What follows belongs to an exercise in optimizing a design on an open flow for small area and a short achievable clock period; a production flow would make more cautious choices.
Where RTL was checked, it was by simulation tests only, not by an equivalence proof against the original.

==> inputs of 03-03 <==
// nes_cpu
module nes_cpu(clk, b_rst, b_nmi, b_irq, data_in, addr, r_bw, data_out);
  input clk;
  wire clk;
  input b_rst;
  wire b_rst;
  input b_nmi;
  wire b_nmi;
  input b_irq;
  wire b_irq;
  input [7:0] data_in;
  wire [7:0] data_in;
  output [15:0] addr;
  wire [15:0] addr;
  output r_bw;
  wire r_bw;
  output [7:0] data_out;
  wire [7:0] data_out;
  wire pn0000;
  wire pn0001;
  wire pn0002;
  wire pn0003;
  wire pn0004;
  wire pn0005;
  wire pn0006;
  wire pn0007;
  wire pn0008;
  wire pn0009;
  wire pn0010;
  wire pn0011;
  wire pn0012;
  wire pn0013;
  wire pn0014;
  wire pn0015;
  wire pn0016;
  wire pn0017;
  wire pn0018;
  wire pn0019;
  wire pn0020;
  wire pn0021;
  wire pn0022;
  wire pn0023;
  wire pn0024;
  wire pn0025;
  wire pn0026;
  wire pn0027;
  wire pn0028;
  wire pn0029;
  wire pn0030;
  wire pn0031;
  wire pn0032;
  wire pn0033;
  wire pn0034;
  wire pn0035;
  wire pn0036;
  wire pn0037;
  wire pn0038;
  wire pn0039;
  wire pn0040;
  wire pn0041;
  wire pn0042;
  wire pn0043;
  wire pn0044;
  wire pn0045;
  wire pn0046;
  wire pn0047;
  wire pn0048;
  wire pn0049;
  wire pn0050;
  wire pn0051;
  wire pn0052;
  wire pn0053;
  wire pn0054;
  wire pn0055;
  wire pn0056;
  wire pn0057;
  wire pn0058;
  wire pn0059;
  wire pn0060;
  wire pn0061;
  wire pn0062;
  wire pn0063;
  wire pn0064;
  wire pn0065;
  wire pn0066;
  wire pn0067;
  wire pn0068;
  wire pn0069;
  wire pn0070;
  wire pn0071;
  wire pn0072;
  wire pn0073;
  wire pn0074;
  wire pn0075;
  wire pn0076;
  wire pn0077;
  wire pn0078;
  wire pn0079;
  wire pn0080;
  wire pn0081;
  wire pn0082;
  wire pn0083;
  wire pn0084;
  wire pn0085;
  wire pn0086;
  wire pn0087;
  wire pn0088;
  wire pn0089;
  ...
clock: 12.0 ns
lec_check: 0
abc_area: 1
cap_margin: 20
core_margin: 2
core_utilization: 40
cts_buf_list: sky130_fd_sc_hd__clkbuf_8
cts_cluster_size: 30
setup_slack_margin: 5
slew_margin: 20
run.sh (not shown) runs the stock make flow with config.mk's settings and CLKGATE_MAP_FILE= SYNTH_SCRIPT=/design/flow/synth_recipe.tcl, a recipe that flattens the netlist after the stock synthesis.
==> 01-27 (differences from 03-03) <==
--- a/flow/config.mk
+++ b/flow/config.mk
@@ -10,6 +10,4 @@
 export CORE_MARGIN = 2
 export CORE_UTILIZATION = 40
-export CTS_BUF_LIST = sky130_fd_sc_hd__clkbuf_8
-export CTS_CLUSTER_SIZE = 30
 export SETUP_SLACK_MARGIN = 5
 export SLEW_MARGIN = 20
==> 05-08 (differences from 03-03) <==
--- a/flow/config.mk
+++ b/flow/config.mk
@@ -10,6 +10,5 @@
 export CORE_MARGIN = 2
 export CORE_UTILIZATION = 40
-export CTS_BUF_LIST = sky130_fd_sc_hd__clkbuf_8
-export CTS_CLUSTER_SIZE = 30
 export SETUP_SLACK_MARGIN = 5
 export SLEW_MARGIN = 20
+export TNS_END_PERCENT = 5
==> flow_summary.json <==
{
  "n_fill_cell": 3126,
  "skew_ns": 0.0145,
  "status": "complete, no violations",
  "grt_pass1_wl_um": 75600,
  "use_met2_pct": 51.7,
  "slowest_stage": "clkdlybuf4s50_1",
  "critPathArrivalTime_ns": 4.71,
  "met2_length_um": 22800,
  "layout_common_cells": "nand2_1 (426), inv_1 (263), o21ai_0 (192)",
  "grt.total_usage_pct": 32.5,
  "drive_gt1_share_pct": 10.8,
  "finalWorstSetupSlack_ns": 4.89
}
(the above is from 05-08)
==> flow_summary.json <==
{
  "status": "complete, no violations",
  "skew_ns": 0.0240,
  "slowest_stage": "dfrtp_2",
  "layout_common_cells": "nand2_1 (416), inv_1 (260), o21ai_0 (182)",
  "finalWorstSetupSlack_ns": 4.99,
  "use_met2_pct": 51.6,
  "min_from": "CU_CtlGen_I0_CU_bIRQ_SD",
  "drive_gt1_share_pct": 14.9,
  "met2_length_um": 23400,
  "n_fill_cell": 3078,
  "grt.total_usage_pct": 32.7,
  "critPathArrivalTime_ns": 7.44
}
(the above is from 03-03)
==> flow_summary.json <==
{
  "status": "complete, no violations",
  "critPathArrivalTime_ns": 4.58,
  "slowest_stage": "dfrtp_2",
  "skew_ns": 0.0163,
  "grt.total_usage_pct": 32.7,
  "drive_gt1_share_pct": 13.4,
  "n_fill_cell": 3055,
  "layout_common_cells": "nand2_1 (419), inv_1 (259), o21ai_0 (190)",
  "finalWorstSetupSlack_ns": 5.02
}
(the above is from 01-27)

========
==> 04-02: inputs <==
Another version of the RTL of nes_cpu (not shown whole).
export LEC_CHECK = 0
export ABC_AREA = 1
export CAP_MARGIN = 20
export CORE_MARGIN = 2
export CORE_UTILIZATION = 40
export SETUP_SLACK_MARGIN = 5
export SLEW_MARGIN = 20
create_clock -name core_clock -period 12.0 [get_ports {clk}]
==> inputs of 12-07, as changes to 04-02 <==
- CAP_MARGIN: 20 -> 5
- SLEW_MARGIN: 20 -> 5
==> summary.txt <==
metric	04-02	12-07
Run status	timing/DRC/antenna clean	timing/DRC/antenna clean
Clock slew seen by the registers of the worst setup and hold paths	0.07 ns	0.07 ns
# Max-Cap Violations	0	0
Beginning of the critical path	ALU_OpB_Funct_reg_1_$_DFF_PN1_	ALU_OpB_Funct_reg_1_$_DFF_PN1_
Post-synth design cell area	11700 um2	11700 um2
Crit-path most repeated cell	sky130_fd_sc_hd__nand2_2	sky130_fd_sc_hd__nand2_2
Via count of the first global-routing pass	11747	11747
Antenna violations before repair	2	2
Most common cell in the synthesized netlist	sky130_fd_sc_hd__nand2_1	sky130_fd_sc_hd__nand2_1
Vias per std cell	5.72	5.72
Share of the synthesized area in the top cell type	26.7%	26.7%
Portion of netlist area occupied by mux cells	0.341%	0.341%
Clock-cell share of area	4.52%	4.52%
Type of the setup path with the least slack	reg -> out	reg -> out
Number of levels the H-tree was split into	4	4
Number of cells on the critical path	28	28
Post-synthesis net count	1772	1772
Number of filler cells placed in the layout	2942	2942

========
==> job 1910: inputs <==
nes_cpu, a different RTL version from the one above (not shown whole).
Settings: LEC_CHECK=0, CAP_MARGIN=20, CORE_MARGIN=2, CORE_UTILIZATION=40, SETUP_SLACK_MARGIN=3.5, SLEW_MARGIN=20; clock period 12.0 ns.
==> inputs of job 1935, as changes to job 1910 <==
- SETUP_SLACK_MARGIN: 3.5 -> default
==> comparison <==
In job 1910 the register-to-register slack is better than in job 1935, by 1.8 ns. First-iteration DRC count: job 1910 is larger than job 1935 (about 16%). In count of clock-buffer cells in the layout, job 1910 and job 1935 do not differ. Core utilization: job 1910 is higher than job 1935 (4.0 points). Sequential cell count is the same in job 1910 and job 1935.
==> figures <==
quantity                                                         job 1935                job 1910
Run status                                       timing/DRC/antenna clean  timing/DRC/antenna clean
Worst reg2reg setup slack                                         2.18 ns                 3.96 ns
Routed length per placed instance                                28.87 µm                28.93 µm
Hold path endpoint                                     CPU_DP_I0.DP_YR[6]      CPU_DP_I0.DP_XR[6]
Post-layout instance count excluding filler cells                   2,204                   2,271
Reg2reg start                                      CU_FSM_I0.cur_state[1]  CU_FSM_I0.cur_state[5]
CTS resizes                                                             0                     117
Detailed route wirelength on metal2                             26,750 µm               27,890 µm
Smallest setup slack after layout                               0.9568 ns                3.549 ns
Global Route met3 Usage                                            7.488%                  8.082%
Layout cell share with drive strength beyond 1                     11.22%                  20.63%
Met1 layer wirelength in the final routing                      27,220 µm               27,600 µm
No run of this note included a check of the RTL's function; only the layout flow was run.

========
==> inputs of indigo <==
nes_cpu, a different RTL version from the one above (not shown whole).
export LEC_CHECK = 0
export ABC_AREA = 1
export CAP_MARGIN = 20
export CORE_MARGIN = 2
export CORE_UTILIZATION = 55
export SETUP_SLACK_MARGIN = 5
export SLEW_MARGIN = 20
create_clock -name core_clock -period 12.0 [get_ports {clk}]
standard.sh (not shown) runs the stock make flow with config.mk's settings and CLKGATE_MAP_FILE= SYNTH_SCRIPT=/design/flow/synth_recipe.tcl, a recipe that flattens the netlist after the stock synthesis.
==> flow/flow/run.sh <==
#!/bin/bash
# The standard layout, with clock tree synthesis told not to add dummy
# loads (unloaded clock inverters it otherwise adds to balance the tree).
set -euo pipefail
export CTS_ARGS="-sink_clustering_enable -repair_clock_nets -dont_use_dummy_load"
bash standard.sh finish > standard_flow.log 2>&1
==> inputs of tundra, as changes to indigo <==
Settings changed: CORE_UTILIZATION 55 to 40, PLACE_DENSITY set to 0.75.
==> inputs of ember, as changes to indigo <==
==> flow/run.sh (new file) <==
#!/bin/bash
# synth_recipe.tcl (not shown) runs the flow's synth.tcl, then flattens the netlist and writes it again
# the make line also repeats each setting of config.mk as NAME=value (left out here)
make -C /OpenROAD-flow-scripts/flow DESIGN_CONFIG=/design/flow/config.mk WORK_HOME=/design/flow/orfs CLKGATE_MAP_FILE= SYNTH_SCRIPT=/design/flow/synth_recipe.tcl finish
Settings changed: CORE_UTILIZATION 55 to 40.
removed: flow/flow/run.sh
removed: flow/standard.sh
==> inputs of lagoon, as changes to indigo <==
Settings changed: CORE_UTILIZATION 55 to 40.
==> comparison table <==
                                                                                indigo                      ember                    lagoon                     tundra
Post-detailed-placement cell area                                           0.01218 mm²                0.01233 mm²               0.01233 mm²                0.01233 mm²
Startpoint of the lowest-slack hold path                          CPU_DP_I0_DP_ABH_q[7]      CPU_DP_I0_DP_ABH_q[7]     CPU_DP_I0_DP_ABH_q[7]         CPU_DP_I0_DP_XR[0]
Signal buffers                                                                       70                         80                        80                         75
Routed met2 length                                                            20,580 µm                  22,070 µm                 22,000 µm                  22,060 µm
Core Footprint                                                              0.02082 mm²                0.02855 mm²               0.02855 mm²                0.02855 mm²
Startpoint of the lowest-slack register-to-register path      CU_CtlGen_I0_cur_state[2]  CU_CtlGen_I0_cur_state[0]  CU_CtlGen_I0_Offset_sign  CU_CtlGen_I0_cur_state[4]
Layout buffering overhead excluding clock cells                                 0.04727                    0.05273                   0.05319                    0.05005
Half-perimeter wire length of the detailed placement result                   35,830 µm                  38,580 µm                 38,580 µm                  39,140 µm
Transition at the pin with the smallest max-transition slack                   1.124 ns                   1.084 ns                  1.089 ns                   1.022 ns
Crit path to                                                                data_out[3]                data_out[1]               data_out[1]        CPU_DP_I0_DP_PCH[7]
Number of rows in the core area                                                      53                         62                        62                         62
ClkCell Share                                                                   0.03254                    0.04727                   0.03201                    0.03211
DRC violation total after the first TritonRoute iteration                         1,805                      1,484                     1,459                      1,462
Footprint of the multi-input gates                                         0.006580 mm²               0.006559 mm²              0.006568 mm²               0.006569 mm²
Routed len/inst                                                                22.67 µm                   22.41 µm                  22.51 µm                   23.16 µm
Outcome                                                         complete, no violations    complete, no violations   complete, no violations    complete, no violations
Final critical-path setup slack                                                4.999 ns                   5.148 ns                  5.139 ns                   5.138 ns
Delay of the slowest cell on the worst path                                     0.52 ns                    0.57 ns                   0.58 ns                    0.53 ns
Overall via count from detail_route                                              12,780                     12,320                    12,280                     12,570

========
==> inputs of wip/violet <==
nes_cpu again, from the RTL that the note above started with.
==> flow/config.mk <==
export PLATFORM = sky130hd
export DESIGN_NAME = nes_cpu
export DESIGN_NICKNAME = nes_cpu
export VERILOG_FILES = /design/flow/design.v
export SDC_FILE = /design/flow/constraint.sdc
export NUM_CORES = 4
export LEC_CHECK = 0
export ABC_AREA = 1
export CAP_MARGIN = 20
export CORE_MARGIN = 2
export CORE_UTILIZATION = 40
export CTS_BUF_LIST = sky130_fd_sc_hd__clkbuf_16
export CTS_CLUSTER_DIAMETER = 100
export CTS_CLUSTER_SIZE = 40
export SETUP_SLACK_MARGIN = 5
export SLEW_MARGIN = 20
==> flow/constraint.sdc <==
create_clock -name core_clock -period 12.0 [get_ports {clk}]
set_input_delay 2.4000 -clock core_clock [delete_from_list [all_inputs] [get_ports {clk}]]
set_output_delay 2.4000 -clock core_clock [all_outputs]
set_load 0.01 [all_outputs]
run.sh (not shown) runs the stock make flow with config.mk's settings and CLKGATE_MAP_FILE= SYNTH_SCRIPT=/design/flow/synth_recipe.tcl, a recipe that flattens the netlist after the stock synthesis.
Stock flow here: none of the scripts above is used.
==> wip/onyx: changes against wip/violet <==
Settings changed: CTS_BUF_LIST sky130_fd_sc_hd__clkbuf_16 to default, CTS_CLUSTER_DIAMETER 100 to 60, CTS_CLUSTER_SIZE 40 to 20.
==> comparison table <==
                                                                                    wip/violet                          wip/onyx
Result of the run                                                     timing/DRC/antenna clean          timing/DRC/antenna clean
Share of synthesized area occupied by flip-flops and latches                             0.347                             0.347
Post-synth top area share                                                                0.266                             0.266
Startpoint of the lowest-slack hold path                         CPU_DP_I0_DP_ABH_q[7]$_DFF_P_     CPU_DP_I0_DP_ABH_q[7]$_DFF_P_
Routed wire per std cell                                                               22.4 um                           22.4 um
Final number of setup-violating endpoints                                                    0                                 0
Slew of the pin with the lowest slew margin                                            1.08 ns                           1.08 ns
Clock buffers                                                                               17                                17
Critical path's slowest cell                                  sky130_fd_sc_hd__clkdlybuf4s50_1  sky130_fd_sc_hd__clkdlybuf4s50_1
Top cell category                                              multi-input combinational cells   multi-input combinational cells
Final design instance area without fill                                            13,500 um^2                       13,500 um^2
Synthesized-area fraction occupied by xor and xnor cells                               0.00292                           0.00292
Postcts setup bufs                                                                          12                                12
Via count of the first global-routing pass                                              11,800                            11,800
Peak-usage layer in the global routing report                                             met2                              met2
Compound-Gate Fraction of Synth Area                                                     0.204                             0.204
Die Span X                                                                              174 um                            174 um
Tightest Hold Check Type                                                               reg2reg                           reg2reg

what the ideal ports hide:
The flow's constraints put no driver on any port. The routed layouts listed below were extracted and timed again, unchanged, in two steps. Step 1: set_driving_cell puts a clkbuf_16 on clk and a buf_2 on each other input, an assumption about the parent block. Step 2, shift: input delay + t, output delay - t, t = (earliest + latest rising clock arrival at the registers) / 2. This alone moves slack from input paths to output paths. Slacks: ideal ports / drivers / drivers and shift; pairs: ideal ports / drivers.
run | t, ns | slack for setup (ns) | hold slack, ns
03-03 | 0.526 | 4.989 / 4.989 / 4.989 | 0.471 / 0.471 / 0.471
01-27 | 0.493 | 5.020 / 4.970 / 5.208 | 0.463 / 0.463 / 0.463
05-08 | 0.489 | 4.895 / 4.843 / 5.044 | 0.462 / 0.462 / 0.462
04-02 | 0.498 | 5.035 / 4.985 / 5.144 | 0.479 / 0.479 / 0.479
12-07 | 0.498 | 5.035 / 4.985 / 5.144 | 0.479 / 0.479 / 0.479
job 1910 | 0.490 | 3.549 / 3.499 / 3.962 | 0.485 / 0.485 / 0.485
job 1935 | 0.488 | 0.957 / 0.908 / 1.396 | 0.481 / 0.481 / 0.481
indigo | 0.487 | 4.999 / 4.948 / 5.076 | 0.473 / 0.473 / 0.473
tundra | 0.482 | 5.138 / 5.121 / 5.138 | 0.494 / 0.494 / 0.494
ember | 0.498 | 5.148 / 5.099 / 5.281 | 0.487 / 0.487 / 0.487
lagoon | 0.490 | 5.139 / 5.091 / 5.312 | 0.483 / 0.483 / 0.483
wip/violet | 0.498 | 5.148 / 5.099 / 5.281 | 0.487 / 0.487 / 0.487
wip/onyx | 0.498 | 5.148 / 5.099 / 5.281 | 0.487 / 0.487 / 0.487
After both steps every run listed still meets setup and hold.
